From an optimization exercise on the open Yosys and OpenROAD flow, aimed at small area; shortcuts taken in it are not production practice. In this exercise RTL edits were held to simulation tests only and were not proved equivalent to the original. Power is estimated from default activity; no workload was simulated.

==> job 681: inputs <==
==> flow/design.v <==
module BitEpicness(input clk, input Reset, input [31:0] INPUT_interupt, input [31:0] INPUT_PortData, output [31:0] OUTPUT_PortData, output OUTPUT_WritePort,
		output OUTPUT_ReadPort, output [4:0] OUTPUT_PortAddress, output [31:0] iAddress, input [15:0] iDataOut,
		output [31:0] dAddress, output [31:0] dDataIn, output dWrite, output d32bit, input [31:0] dDataOut,
		output [31:0] baseAddress, input externalStall);
	integer i;
	reg [31:0] PC;
	reg        lastLDI;                       
	reg        prevStallable, prevStall, prevExtStall;
	reg [15:7] R_Ih;
	reg [6:3]  R_Im;                          
	reg [2:0]  R_Il;
	reg [31:0] R_PC;
	reg        R_v, R_w;
	reg [15:7] E_Ih;
	reg [6:3]  E_Im;
	reg [2:0]  E_Il;
	reg [31:0] E_PC;
	reg        E_v, E_w, E_W;
	reg [3:0]  E_T;
	reg [31:0] E_A, E_B, E_C;
	reg [4:0]  M_op;
	reg [6:3]  M_ca;
	reg [2:0]  M_cf;
	reg [31:0] M_PC, M_out, M_A, M_C;
	reg        M_v, M_w, M_W, M_lt;
	reg [3:0]  M_T;
	reg [31:0] W_D;
	reg        W_W;
	reg [3:0]  W_T;
	reg [32*16-1:32] rf;
	reg [15:1] rf_v;
	reg [31:0] epc, cause, osTemp, mode, baseReg, imask;
	reg        epc_v, cause_v, osTemp_v, mode_v;
	reg [31:0] ibuf;
	reg [4:0]  icnt;                          
	reg [3:0]  idelay;
	reg        ienabled;
	wire [15:0] R_I = {R_Ih, R_Im, R_Il};
	wire [15:0] E_I = {E_Ih, E_Im, E_Il};
	wire [15:0] I  = iDataOut;
	wire [4:0]  fo = I[15:11];
	wire [3:0]  fA = I[15] ? I[11:8] : I[10:7];
	wire [3:0]  fB = I[15] ? I[7:4]  : I[6:3];
	wire [3:0]  fC = I[3:0];
	wire [4:0] ro = R_I[15:11];
	wire [3:0] rA = R_I[15] ? R_I[11:8] : R_I[10:7];
	wire [3:0] rB = R_I[15] ? R_I[7:4]  : R_I[6:3];
	wire [3:0] rC = R_I[3:0];
	wire J = R_w & (ro[4:1] == 4'b0000);                     
	wire r_rw = (ro[4:2] == 3'b000 & ro[0])                  
	          | (ro[4:2] == 3'b001)                          
	          | (ro[4:1] == 4'b0100 & (ro[0] | R_I[0]))      
	          | (ro[4:2] == 3'b011)                          
	          | (ro[4:3] == 2'b11 & ~ro[1]);                 
	wire [3:0] r_T = (ro[4:2] == 3'b011) ? 4'd14
	               : (ro[4:2] == 3'b000 & ro[0]) ? 4'd15
	               : rA;
	wire [4:0] eo = E_I[15:11];
	wire [2:0] ef = E_I[2:0];
	wire e_mem  = eo[4:3] == 2'b11;
	wire e_br   = eo[4:3] == 2'b10;
	wire e_move = eo == 5'b00100;
	wire e_neg  = eo == 5'b00110;
	wire e_not  = eo == 5'b00111;
	wire e_addi = eo == 5'b01100;
	wire e_ori  = eo == 5'b01101;
	wire e_alu  = eo == 5'b01110;
	wire e_sll  = eo == 5'b01111;
	wire selAB = E_v & (e_mem | e_move | e_neg | e_not);     
	wire sbImm = E_v & (e_addi | e_ori | e_sll);             
	wire sbB   = E_v & (e_not | e_neg | e_alu | e_br);       
	wire sbZ   = E_v & e_move;                               
	wire [2:0] aop = ~E_v ? 3'b000
	               : e_alu ? ef
	               : (e_move | e_ori) ? 3'b010
	               : e_neg ? 3'b100
	               : e_not ? 3'b101
	               : e_sll ? 3'b011
	               : e_br ? 3'b111
	               : 3'b000;
	wire eJR = E_w & (eo[4:1] == 4'b0001);                   
	wire [31:0] opA = selAB ? E_B : E_A;
	wire [31:0] opB = sbImm ? {{25{E_I[6]}}, E_I[6:0]} : sbB ? E_B : sbZ ? 32'd0 : E_C;
	wire zA  = aop[2:1] == 2'b10;                            
	wire iB  = aop[2];                                       
	wire cin = aop[2] & (aop[1] | ~aop[0]);                  
	wire [31:0] X = zA ? 32'd0 : opA;
	wire [31:0] Y = iB ? ~opB : opB;
	wire [33:0] S = {1'b0, X, 1'b1} + {1'b0, Y, cin};
	wire [31:0] sum = S[32:1];
	wire eq = &(X ^ Y);                                      
	wire lt = (opA[31] ^ opB[31]) ? opA[31] : ~S[33];        
	wire [4:0]  k  = opB[4:0];
	wire [31:0] q0 = k[0] ? {opA[30:0], opA[31]}    : opA;
	wire [31:0] q1 = k[1] ? {q0[29:0], q0[31:30]}   : q0;
	wire [31:0] q2 = k[2] ? {q1[27:0], q1[31:28]}   : q1;
	wire [31:0] q3 = k[3] ? {q2[23:0], q2[31:24]}   : q2;
	wire [31:0] q4 = k[4] ? {q3[15:0], q3[31:16]}   : q3;
	wire [31:0] hm = 32'hFFFFFFFF << k;
	wire [31:0] shres = q4 & (hm ^ {32{opB[5]}});
	wire [31:0] aluout = (aop == 3'b001) ? (X & Y)
	                   : (aop == 3'b010) ? (X | Y)
	                   : (aop == 3'b011) ? shres
	                   : (aop == 3'b111) ? {31'd0, eq}
	                   : sum;
	wire m_sys  = M_op == 5'b01000;
	wire en     = M_v & m_sys;                               
	wire isBranch = M_v & (M_op[4:3] == 2'b10);
	wire [1:0] BT = {~M_op[2], M_op[1]};                     
	assign dWrite = M_w & (M_op[4:3] == 2'b11) & M_op[1];    
	assign d32bit = M_v & (M_op[4:2] == 3'b110);             
	assign dAddress = M_out;
	assign dDataIn = M_A;
	wire writeReg  = en & (M_cf == 3'b000);
	wire readPort  = en & (M_cf == 3'b011);
	wire writePort = en & (M_cf == 3'b010);
	wire intEnable = en & (M_cf == 3'b101);
	wire swi       = en & (M_cf == 3'b110);
	wire intDisable = (en & (M_cf == 3'b100)) | swi;
	wire hwint = ienabled & ibuf[icnt];
	wire interupt = hwint | swi;
	assign OUTPUT_PortAddress = {1'b0, M_ca};
	assign OUTPUT_ReadPort = readPort;
	assign OUTPUT_WritePort = writePort;
	assign OUTPUT_PortData = M_A;
	assign baseAddress = baseReg;
	wire [31:0] regOut = ((M_ca == 4'd0 & epc_v) ? epc : 32'd0)
	                   | ((M_ca == 4'd1 & cause_v) ? cause : 32'd0)
	                   | ((M_ca == 4'd2) ? baseReg : 32'd0)
	                   | ((M_ca == 4'd3) ? imask : 32'd0)
	                   | ((M_ca == 4'd4 & osTemp_v) ? osTemp : 32'd0)
	                   | ((M_ca == 4'd5 & mode_v) ? mode : 32'd0);
	wire [31:0] copData = M_cf[2] ? 32'd0 : M_cf[1] ? INPUT_PortData : regOut;
	wire [31:0] imm16 = {(M_op[2] & E_I[15]) ? 16'hFFFF : 16'h0000, E_I};
	wire m_imm = (M_op[3:2] == 2'b01 & M_op[1:0] == 2'b01) | (M_op[3:2] == 2'b10 & M_op[0]);
	wire [31:0] wbdata = M_op[4] ? dDataOut
	                   : (M_op[3:2] == 2'b00) ? M_PC + 32'd1
	                   : m_imm ? imm16
	                   : (M_op[3:2] == 2'b10) ? copData
	                   : M_out;
	wire E = M_out[0], L = M_lt;
	wire willBranch = isBranch & ((BT == 2'b00) ? E : (BT == 2'b01) ? ~E : (BT == 2'b10) ? ~(L | E) : L);
	wire stallIn  = prevStallable & ~prevStall & ((rA == fA) | (rA == fB) | (rA == fC));
	wire stallOut = externalStall & (~lastLDI | prevExtStall);
	wire stall = stallIn | stallOut;
	wire memmask = willBranch | interupt;
	wire exmask  = memmask | eJR;
	wire regmask = exmask | J | stall;
	wire [31:0] pcnext = interupt ? 32'd9
	                   : willBranch ? M_C
	                   : eJR ? E_A
	                   : J ? {21'd0, R_I[10:0]}
	                   : stall ? PC
	                   : PC + 32'd1;
	assign iAddress = PC;
	wire isStallable = ~regmask & (((fo[4:3] == 2'b11) & ~fo[1]) | (fo == 5'b01000));
	reg [31:0] rdA, rdB, rdC;
	always @* begin
		rdA = 32'd0; rdB = 32'd0; rdC = 32'd0;
		for (i = 1; i < 16; i = i + 1) begin
			rdA = rdA | ({32{rf_v[i] & (rA == i)}} & rf[32*i +: 32]);
			rdB = rdB | ({32{rf_v[i] & (rB == i)}} & rf[32*i +: 32]);
			rdC = rdC | ({32{rf_v[i] & (rC == i)}} & rf[32*i +: 32]);
		end
	end
	wire [31:0] fwdA = (E_W & (E_T == rA)) ? aluout : (M_W & (M_T == rA)) ? wbdata : (W_W & (W_T == rA)) ? W_D : rdA;
	wire [31:0] fwdB = (E_W & (E_T == rB)) ? aluout : (M_W & (M_T == rB)) ? wbdata : (W_W & (W_T == rB)) ? W_D : rdB;
	wire [31:0] fwdC = (E_W & (E_T == rC)) ? aluout : (M_W & (M_T == rC)) ? wbdata : (W_W & (W_T == rC)) ? W_D : rdC;
	always @(posedge clk or posedge Reset)
		if (Reset) begin
			PC <= 32'd0;
			lastLDI <= 1'b0;
			prevStallable <= 1'b0;
			prevStall <= 1'b0;
			prevExtStall <= 1'b0;
			R_Im <= 4'd0;
			R_v <= 1'b0;
			R_w <= 1'b0;
			E_Im <= 4'd0;
			E_v <= 1'b0;
			E_w <= 1'b0;
			E_W <= 1'b0;
			E_A <= 32'd0;
			E_C <= 32'd0;
			M_ca <= 4'd0;
			M_v <= 1'b0;
			M_w <= 1'b0;
			M_W <= 1'b0;
			M_out <= 32'd0;
			W_W <= 1'b0;
			rf_v <= 15'd0;
			epc_v <= 1'b0;
			cause_v <= 1'b0;
			osTemp_v <= 1'b0;
			mode_v <= 1'b0;
			baseReg <= 32'd0;
			imask <= 32'hFFFFFFFF;
			ibuf <= 32'd0;
			icnt <= 5'd0;
			idelay <= 4'd0;
			ienabled <= 1'b0;
		end else begin
			PC <= pcnext;
			lastLDI <= (fo == 5'b00101 | fo == 5'b01001) & ~lastLDI & ~regmask;
			prevStallable <= isStallable;
			prevStall <= stall;
			prevExtStall <= externalStall;
			R_Im <= I[6:3];
			R_v <= ~regmask;
			R_w <= ~regmask & ~lastLDI;
			E_Im <= R_Im;
			E_v <= R_v & ~exmask;
			E_w <= R_w & ~exmask;
			E_W <= R_w & r_rw & (r_T != 4'd0) & ~exmask;
			E_A <= fwdA;
			E_C <= fwdC;
			M_ca <= E_Im;
			M_v <= E_v & ~memmask;
			M_w <= E_w & ~memmask;
			M_W <= E_W & ~memmask;
			M_out <= aluout;
			W_W <= M_W & ~interupt;
			for (i = 1; i < 16; i = i + 1)
				if (W_W & (W_T == i)) rf_v[i] <= 1'b1;
			if (interupt) epc_v <= 1'b1;
			if (interupt) cause_v <= 1'b1;
			if (writeReg & (M_ca == 4'd4)) osTemp_v <= 1'b1;
			if (writeReg & (M_ca == 4'd5)) mode_v <= 1'b1;
			if (interupt) baseReg <= 32'd256;
			else if (writeReg & (M_ca == 4'd2)) baseReg <= M_A;
			if (writeReg & (M_ca == 4'd3)) imask <= M_A;
			ibuf <= (ibuf | (INPUT_interupt & imask)) & ~({31'd0, ienabled} << icnt);
			icnt <= icnt + 5'd1;
			idelay <= {intEnable, idelay[3:1]};
			if (intDisable | hwint) ienabled <= 1'b0;
			else if (idelay[0]) ienabled <= 1'b1;
		end
	always @(posedge clk) begin
		R_Ih <= I[15:7];
		R_Il <= I[2:0];
		if (~(lastLDI | regmask) | exmask)
			R_PC <= memmask ? M_PC : exmask ? E_PC : PC;
		E_Ih <= R_Ih;
		E_Il <= R_Il;
		if (~(exmask & ~memmask))
			E_PC <= memmask ? M_PC : R_PC;
		E_T <= r_T;
		E_B <= fwdB;
		M_op <= E_I[15:11];
		M_cf <= E_I[2:0];
		if (~memmask) M_PC <= E_PC;
		M_lt <= lt;
		M_A <= E_A;
		M_C <= E_C;
		M_T <= E_T;
		W_D <= wbdata;
		W_T <= M_T;
		for (i = 1; i < 16; i = i + 1)
			if (W_W & (W_T == i)) rf[32*i +: 32] <= W_D;
		if (interupt) epc <= M_PC;
		if (hwint) cause <= {27'd0, icnt};
		else if (swi) cause <= M_A;
		if (writeReg & (M_ca == 4'd4)) osTemp <= M_A;
		if (writeReg & (M_ca == 4'd5)) mode <= M_A;
	end
endmodule
==> flow/run.sh <==
#!/bin/bash
# synth_recipe.tcl (not shown) runs the flow's synth.tcl, then flattens the netlist and writes it again
# the make line also repeats each setting of config.mk as NAME=value (left out here)
make -C /OpenROAD-flow-scripts/flow DESIGN_CONFIG=/design/flow/config.mk WORK_HOME=/design/flow/orfs CLKGATE_MAP_FILE= SYNTH_SCRIPT=/design/flow/synth_recipe.tcl finish
==> flow/config.mk <==
export PLATFORM = sky130hd
export DESIGN_NAME = BitEpicness
export DESIGN_NICKNAME = BitEpicness
export VERILOG_FILES = /design/flow/design.v
export SDC_FILE = /design/flow/constraint.sdc
export NUM_CORES = 4
export LEC_CHECK = 0
export CAP_MARGIN = 20
export CORE_MARGIN = 2
export CORE_UTILIZATION = 40
export SLEW_MARGIN = 20
==> flow/constraint.sdc <==
create_clock -name core_clock -period 9.0 [get_ports {clk}]
set_input_delay 1.8000 -clock core_clock [delete_from_list [all_inputs] [get_ports {clk}]]
set_output_delay 1.8000 -clock core_clock [all_outputs]
set_load 0.01 [all_outputs]
==> inputs of job 3147, as changes to job 681 <==
--- a/flow/design.v
+++ b/flow/design.v
@@ -6,6 +6,7 @@
 	reg [31:0] PC;
 	reg        lastLDI;                       
 	reg        prevStallable, prevStall, prevExtStall;
+	reg        fz;                            
 	reg [15:7] R_Ih;
 	reg [6:3]  R_Im;                          
 	reg [2:0]  R_Il;
@@ -17,16 +18,14 @@
 	reg [31:0] E_PC;
 	reg        E_v, E_w, E_W;
 	reg [3:0]  E_T;
-	reg [31:0] E_A, E_B, E_C;
+	reg [31:0] E_opA, E_opB;                  
+	reg [3:0]  E_a3;                          
 	reg [4:0]  M_op;
 	reg [6:3]  M_ca;
 	reg [2:0]  M_cf;
-	reg [31:0] M_PC, M_out, M_A, M_C;
+	reg [31:0] M_PC, M_out, M_P;            
 	reg        M_v, M_w, M_W, M_lt;
 	reg [3:0]  M_T;
-	reg [31:0] W_D;
-	reg        W_W;
-	reg [3:0]  W_T;
 	reg [32*16-1:32] rf;
 	reg [15:1] rf_v;
 	reg [31:0] epc, cause, osTemp, mode, baseReg, imask;
@@ -55,6 +54,24 @@
 	wire [3:0] r_T = (ro[4:2] == 3'b011) ? 4'd14
 	               : (ro[4:2] == 3'b000 & ro[0]) ? 4'd15
 	               : rA;
+	wire xv = R_v & ~exmask;                                 
+	wire r_mem  = ro[4:3] == 2'b11;
+	wire r_br   = ro[4:3] == 2'b10;
+	wire r_move = ro == 5'b00100;
+	wire r_neg  = ro == 5'b00110;
+	wire r_not  = ro == 5'b00111;
+	wire r_addi = ro == 5'b01100;
+	wire r_ori  = ro == 5'b01101;
+	wire r_alu  = ro == 5'b01110;
+	wire r_sll  = ro == 5'b01111;
+	wire selAB = xv & (r_mem | r_move | r_neg | r_not);      
+	wire sbImm = xv & (r_addi | r_ori | r_sll);              
+	wire sbB   = xv & (r_not | r_neg | r_alu | r_br);        
+	wire sbZ   = xv & r_move;                                
+	wire [3:0] a1 = selAB ? rB : rA;
+	wire [3:0] a2 = sbB ? rB : rC;
+	wire [3:0] a3 = r_br ? rC : rA;
+	wire z2 = sbImm | sbZ;
 	wire [4:0] eo = E_I[15:11];
 	wire [2:0] ef = E_I[2:0];
 	wire e_mem  = eo[4:3] == 2'b11;
@@ -66,10 +83,6 @@
 	wire e_ori  = eo == 5'b01101;
 	wire e_alu  = eo == 5'b01110;
 	wire e_sll  = eo == 5'b01111;
-	wire selAB = E_v & (e_mem | e_move | e_neg | e_not);     
-	wire sbImm = E_v & (e_addi | e_ori | e_sll);             
-	wire sbB   = E_v & (e_not | e_neg | e_alu | e_br);       
-	wire sbZ   = E_v & e_move;                               
 	wire [2:0] aop = ~E_v ? 3'b000
 	               : e_alu ? ef
 	               : (e_move | e_ori) ? 3'b010
@@ -79,17 +92,32 @@
 	               : e_br ? 3'b111
 	               : 3'b000;
 	wire eJR = E_w & (eo[4:1] == 4'b0001);                   
-	wire [31:0] opA = selAB ? E_B : E_A;
-	wire [31:0] opB = sbImm ? {{25{E_I[6]}}, E_I[6:0]} : sbB ? E_B : sbZ ? 32'd0 : E_C;
+	wire [31:0] opA = E_opA;
+	wire [31:0] opB = E_opB;
 	wire zA  = aop[2:1] == 2'b10;                            
 	wire iB  = aop[2];                                       
 	wire cin = aop[2] & (aop[1] | ~aop[0]);                  
 	wire [31:0] X = zA ? 32'd0 : opA;
 	wire [31:0] Y = iB ? ~opB : opB;
-	wire [33:0] S = {1'b0, X, 1'b1} + {1'b0, Y, cin};
-	wire [31:0] sum = S[32:1];
+	reg [32:0] G, P;
+	integer l, j;
+	always @* begin
+		G = {X & Y, cin};
+		P = {X ^ Y, 1'b0};
+		for (l = 0; l < 5; l = l + 1)
+			for (j = (2 << l) - 1; j < 33; j = j + (2 << l)) begin
+				G[j] = G[j] | (P[j] & G[j - (1 << l)]);
+				P[j] = P[j] & P[j - (1 << l)];
+			end
+		for (l = 4; l >= 0; l = l - 1)
+			for (j = 3 * (1 << l) - 1; j < 33; j = j + (2 << l)) begin
+				G[j] = G[j] | (P[j] & G[j - (1 << l)]);
+				P[j] = P[j] & P[j - (1 << l)];
+			end
+	end
+	wire [31:0] sum = (X ^ Y) ^ G[31:0];
 	wire eq = &(X ^ Y);                                      
-	wire lt = (opA[31] ^ opB[31]) ? opA[31] : ~S[33];        
+	wire lt = (opA[31] ^ opB[31]) ? opA[31] : ~G[32];        
 	wire [4:0]  k  = opB[4:0];
 	wire [31:0] q0 = k[0] ? {opA[30:0], opA[31]}    : opA;
 	wire [31:0] q1 = k[1] ? {q0[29:0], q0[31:30]}   : q0;
@@ -98,7 +126,8 @@
 	wire [31:0] q4 = k[4] ? {q3[15:0], q3[31:16]}   : q3;
 	wire [31:0] hm = 32'hFFFFFFFF << k;
 	wire [31:0] shres = q4 & (hm ^ {32{opB[5]}});
-	wire [31:0] aluout = (aop == 3'b001) ? (X & Y)
+	wire [31:0] aluout = fz ? 32'd0
+	                   : (aop == 3'b001) ? (X & Y)
 	                   : (aop == 3'b010) ? (X | Y)
 	                   : (aop == 3'b011) ? shres
 	                   : (aop == 3'b111) ? {31'd0, eq}
@@ -110,7 +139,7 @@
 	assign dWrite = M_w & (M_op[4:3] == 2'b11) & M_op[1];    
 	assign d32bit = M_v & (M_op[4:2] == 3'b110);             
 	assign dAddress = M_out;
-	assign dDataIn = M_A;
+	assign dDataIn = M_P;
 	wire writeReg  = en & (M_cf == 3'b000);
 	wire readPort  = en & (M_cf == 3'b011);
 	wire writePort = en & (M_cf == 3'b010);
@@ -122,7 +151,7 @@
 	assign OUTPUT_PortAddress = {1'b0, M_ca};
 	assign OUTPUT_ReadPort = readPort;
 	assign OUTPUT_WritePort = writePort;
-	assign OUTPUT_PortData = M_A;
+	assign OUTPUT_PortData = M_P;
 	assign baseAddress = baseReg;
 	wire [31:0] regOut = ((M_ca == 4'd0 & epc_v) ? epc : 32'd0)
 	                   | ((M_ca == 4'd1 & cause_v) ? cause : 32'd0)
@@ -147,25 +176,30 @@
 	wire exmask  = memmask | eJR;
 	wire regmask = exmask | J | stall;
 	wire [31:0] pcnext = interupt ? 32'd9
-	                   : willBranch ? M_C
-	                   : eJR ? E_A
+	                   : willBranch ? M_P
+	                   : eJR ? E_opA
 	                   : J ? {21'd0, R_I[10:0]}
-	                   : stall ? PC
-	                   : PC + 32'd1;
+	                   : PC + {31'd0, ~stall};
 	assign iAddress = PC;
 	wire isStallable = ~regmask & (((fo[4:3] == 2'b11) & ~fo[1]) | (fo == 5'b01000));
-	reg [31:0] rdA, rdB, rdC;
+	wire rfwe = M_W & ~interupt;
+	wire h1E = E_W & (E_T == a1), h1M = M_W & (M_T == a1);
+	wire h2E = E_W & (E_T == a2), h2M = M_W & (M_T == a2);
+	wire h3M = M_W & (M_T == E_a3);
+	wire n1 = ~(h1E | h1M), n2 = ~(h2E | h2M | z2), n3 = ~h3M;
+	wire g2 = ~z2;
+	reg [31:0] nOpA, nOpB, nP;
 	always @* begin
-		rdA = 32'd0; rdB = 32'd0; rdC = 32'd0;
+		nOpA = ({32{h1E}} & aluout) | ({32{~h1E & h1M}} & wbdata);
+		nOpB = ({32{g2 & h2E}} & aluout) | ({32{g2 & ~h2E & h2M}} & wbdata)
+		     | ({32{sbImm}} & {{25{R_I[6]}}, R_I[6:0]});
+		nP   = {32{h3M}} & M_out;
 		for (i = 1; i < 16; i = i + 1) begin
-			rdA = rdA | ({32{rf_v[i] & (rA == i)}} & rf[32*i +: 32]);
-			rdB = rdB | ({32{rf_v[i] & (rB == i)}} & rf[32*i +: 32]);
-			rdC = rdC | ({32{rf_v[i] & (rC == i)}} & rf[32*i +: 32]);
+			nOpA = nOpA | ({32{n1 & rf_v[i] & (a1 == i)}} & rf[32*i +: 32]);
+			nOpB = nOpB | ({32{n2 & rf_v[i] & (a2 == i)}} & rf[32*i +: 32]);
+			nP   = nP   | ({32{n3 & rf_v[i] & (E_a3 == i)}} & rf[32*i +: 32]);
 		end
 	end
-	wire [31:0] fwdA = (E_W & (E_T == rA)) ? aluout : (M_W & (M_T == rA)) ? wbdata : (W_W & (W_T == rA)) ? W_D : rdA;
-	wire [31:0] fwdB = (E_W & (E_T == rB)) ? aluout : (M_W & (M_T == rB)) ? wbdata : (W_W & (W_T == rB)) ? W_D : rdB;
-	wire [31:0] fwdC = (E_W & (E_T == rC)) ? aluout : (M_W & (M_T == rC)) ? wbdata : (W_W & (W_T == rC)) ? W_D : rdC;
 	always @(posedge clk or posedge Reset)
 		if (Reset) begin
 			PC <= 32'd0;
@@ -180,14 +214,12 @@
 			E_v <= 1'b0;
 			E_w <= 1'b0;
 			E_W <= 1'b0;
-			E_A <= 32'd0;
-			E_C <= 32'd0;
+			fz <= 1'b1;
 			M_ca <= 4'd0;
 			M_v <= 1'b0;
 			M_w <= 1'b0;
 			M_W <= 1'b0;
 			M_out <= 32'd0;
-			W_W <= 1'b0;
 			rf_v <= 15'd0;
 			epc_v <= 1'b0;
 			cause_v <= 1'b0;
@@ -212,23 +244,21 @@
 			E_v <= R_v & ~exmask;
 			E_w <= R_w & ~exmask;
 			E_W <= R_w & r_rw & (r_T != 4'd0) & ~exmask;
-			E_A <= fwdA;
-			E_C <= fwdC;
+			fz <= 1'b0;
 			M_ca <= E_Im;
 			M_v <= E_v & ~memmask;
 			M_w <= E_w & ~memmask;
 			M_W <= E_W & ~memmask;
 			M_out <= aluout;
-			W_W <= M_W & ~interupt;
 			for (i = 1; i < 16; i = i + 1)
-				if (W_W & (W_T == i)) rf_v[i] <= 1'b1;
+				if (rfwe & (M_T == i)) rf_v[i] <= 1'b1;
 			if (interupt) epc_v <= 1'b1;
 			if (interupt) cause_v <= 1'b1;
 			if (writeReg & (M_ca == 4'd4)) osTemp_v <= 1'b1;
 			if (writeReg & (M_ca == 4'd5)) mode_v <= 1'b1;
 			if (interupt) baseReg <= 32'd256;
-			else if (writeReg & (M_ca == 4'd2)) baseReg <= M_A;
-			if (writeReg & (M_ca == 4'd3)) imask <= M_A;
+			else if (writeReg & (M_ca == 4'd2)) baseReg <= M_P;
+			if (writeReg & (M_ca == 4'd3)) imask <= M_P;
 			ibuf <= (ibuf | (INPUT_interupt & imask)) & ~({31'd0, ienabled} << icnt);
 			icnt <= icnt + 5'd1;
 			idelay <= {intEnable, idelay[3:1]};
@@ -245,22 +275,21 @@
 		if (~(exmask & ~memmask))
 			E_PC <= memmask ? M_PC : R_PC;
 		E_T <= r_T;
-		E_B <= fwdB;
+		E_a3 <= a3;
+		E_opA <= nOpA;
+		E_opB <= nOpB;
 		M_op <= E_I[15:11];
 		M_cf <= E_I[2:0];
 		if (~memmask) M_PC <= E_PC;
 		M_lt <= lt;
-		M_A <= E_A;
-		M_C <= E_C;
+		M_P <= nP;
 		M_T <= E_T;
-		W_D <= wbdata;
-		W_T <= M_T;
 		for (i = 1; i < 16; i = i + 1)
-			if (W_W & (W_T == i)) rf[32*i +: 32] <= W_D;
+			if (rfwe & (M_T == i)) rf[32*i +: 32] <= wbdata;
 		if (interupt) epc <= M_PC;
 		if (hwint) cause <= {27'd0, icnt};
-		else if (swi) cause <= M_A;
-		if (writeReg & (M_ca == 4'd4)) osTemp <= M_A;
-		if (writeReg & (M_ca == 4'd5)) mode <= M_A;
+		else if (swi) cause <= M_P;
+		if (writeReg & (M_ca == 4'd4)) osTemp <= M_P;
+		if (writeReg & (M_ca == 4'd5)) mode <= M_P;
 	end
 endmodule
==> flow/flow/run.sh (new file) <==
#!/bin/bash
# Own layout flow: the standard flow (standard.sh: ORFS from the standard
# synthesis to the routed layout) with two changes:
#  - the input and output port buffers are the smallest buffer, buf_1;
#  - clock tree synthesis inserts no dummy loads and builds the tree from
#    clkbuf_4 cells.
# make's output goes to flow.log here; ORFS keeps each step's log in orfs/logs/.
set -euo pipefail
export BUFFER_PORTS_ARGS="-buffer_cell sky130_fd_sc_hd__buf_1"
export CTS_ARGS="-sink_clustering_enable -repair_clock_nets -dont_use_dummy_load -buf_list sky130_fd_sc_hd__clkbuf_4"
bash standard.sh finish > flow.log 2>&1
==> flow/standard.sh (new file) <==
#!/bin/bash
# synth_recipe.tcl (not shown) runs the flow's synth.tcl, then flattens the netlist and writes it again
# the make line also repeats each setting of config.mk as NAME=value (left out here)
make -C /OpenROAD-flow-scripts/flow DESIGN_CONFIG=/design/flow/config.mk WORK_HOME=/design/flow/orfs CLKGATE_MAP_FILE= SYNTH_SCRIPT=/design/flow/synth_recipe.tcl "${@:-finish}"
removed: flow/run.sh
==> comparison table <==
Result of the run: job 3147 no timing/DRC/antenna violations; job 681 no timing/DRC/antenna violations
Diodes inserted: job 3147 30; job 681 8
Power consumed by the clock network: job 3147 3.43 mW; job 681 5.60 mW
Width of the die: job 3147 371 µm; job 681 388 µm
Root buffer cell: job 3147 clkbuf_4; job 681 clkbuf_16
Total wire length after detailed routing: job 3147 279,000 µm; job 681 284,000 µm
Logic depth of the worst register-to-register path: job 3147 26; job 681 17
Slowest stage delay, CP: job 3147 0.63 ns; job 681 0.91 ns
Via count of the first global-routing pass: job 3147 47,600; job 681 50,000
Compound-cell area share of the yosys netlist: job 3147 20.5%; job 681 22.4%
Worst EP required: job 3147 10.13 ns; job 681 9.58 ns
Hold path startpoint: job 3147 idelay[2]; job 681 E_C[30]
Critical path endpoint: job 3147 E_opB[28]; job 681 E_C[30]
Peak clock frequency supported by timing: job 3147 0.144 GHz; job 681 0.146 GHz
Post-route worst hold slack: job 3147 0.351 ns; job 681 0.340 ns
Sequential power share: job 3147 49.8%; job 681 42.2%
Cell Rows: job 3147 134; job 681 140
Share of synthesized area spent on multiplexers: job 3147 5.04%; job 681 4.34%
H-tree lvl count: job 3147 5; job 681 3
Buffer count excluding the clock tree in the final layout: job 3147 455; job 681 433
Number of design-rule violations left by the first detailed-router iteration: job 3147 9,922; job 681 9,542
Worst R2R Setup Slack: job 3147 2.06 ns; job 681 2.14 ns
Clock network latency to the later pin of the worst-skew pair: job 3147 1.36 ns; job 681 0.79 ns
Share of the final layout cell area in multi-input gates: job 3147 38.6%; job 681 37.2%
Final total power: job 3147 13.8 mW; job 681 17.9 mW

## static timing again, ports no longer ideal
The results above use ideal ports. As a check the final layouts listed here were re-extracted and re-timed, cells and wires unchanged.
Step 1 assumes that a clkbuf_16 drives the clock port and a buf_2 every other input.
Step 2 adds t to the input delays and takes it off the output delays; t is the mean of the earliest and latest rising clock arrival at the registers after step 1. Input paths then give back, and output paths get back, about the clock's delay inside the block.
a / b / c = ideal ports / drivers / drivers and shift; a / b = the first two.
run | shift t [ns] | setup WS [ns] | latest minus earliest clock arrival (ns) | worst register clock-pin slew, ns
job 681 | 0.836 | 2.136 / 2.136 / 2.136 | 0.060 / 0.059 | 0.07 / 0.07
job 3147 | 1.365 | 2.063 / 2.063 / 2.063 | 0.157 / 0.157 | 0.07 / 0.07
After both steps setup and hold are still met in every run listed.
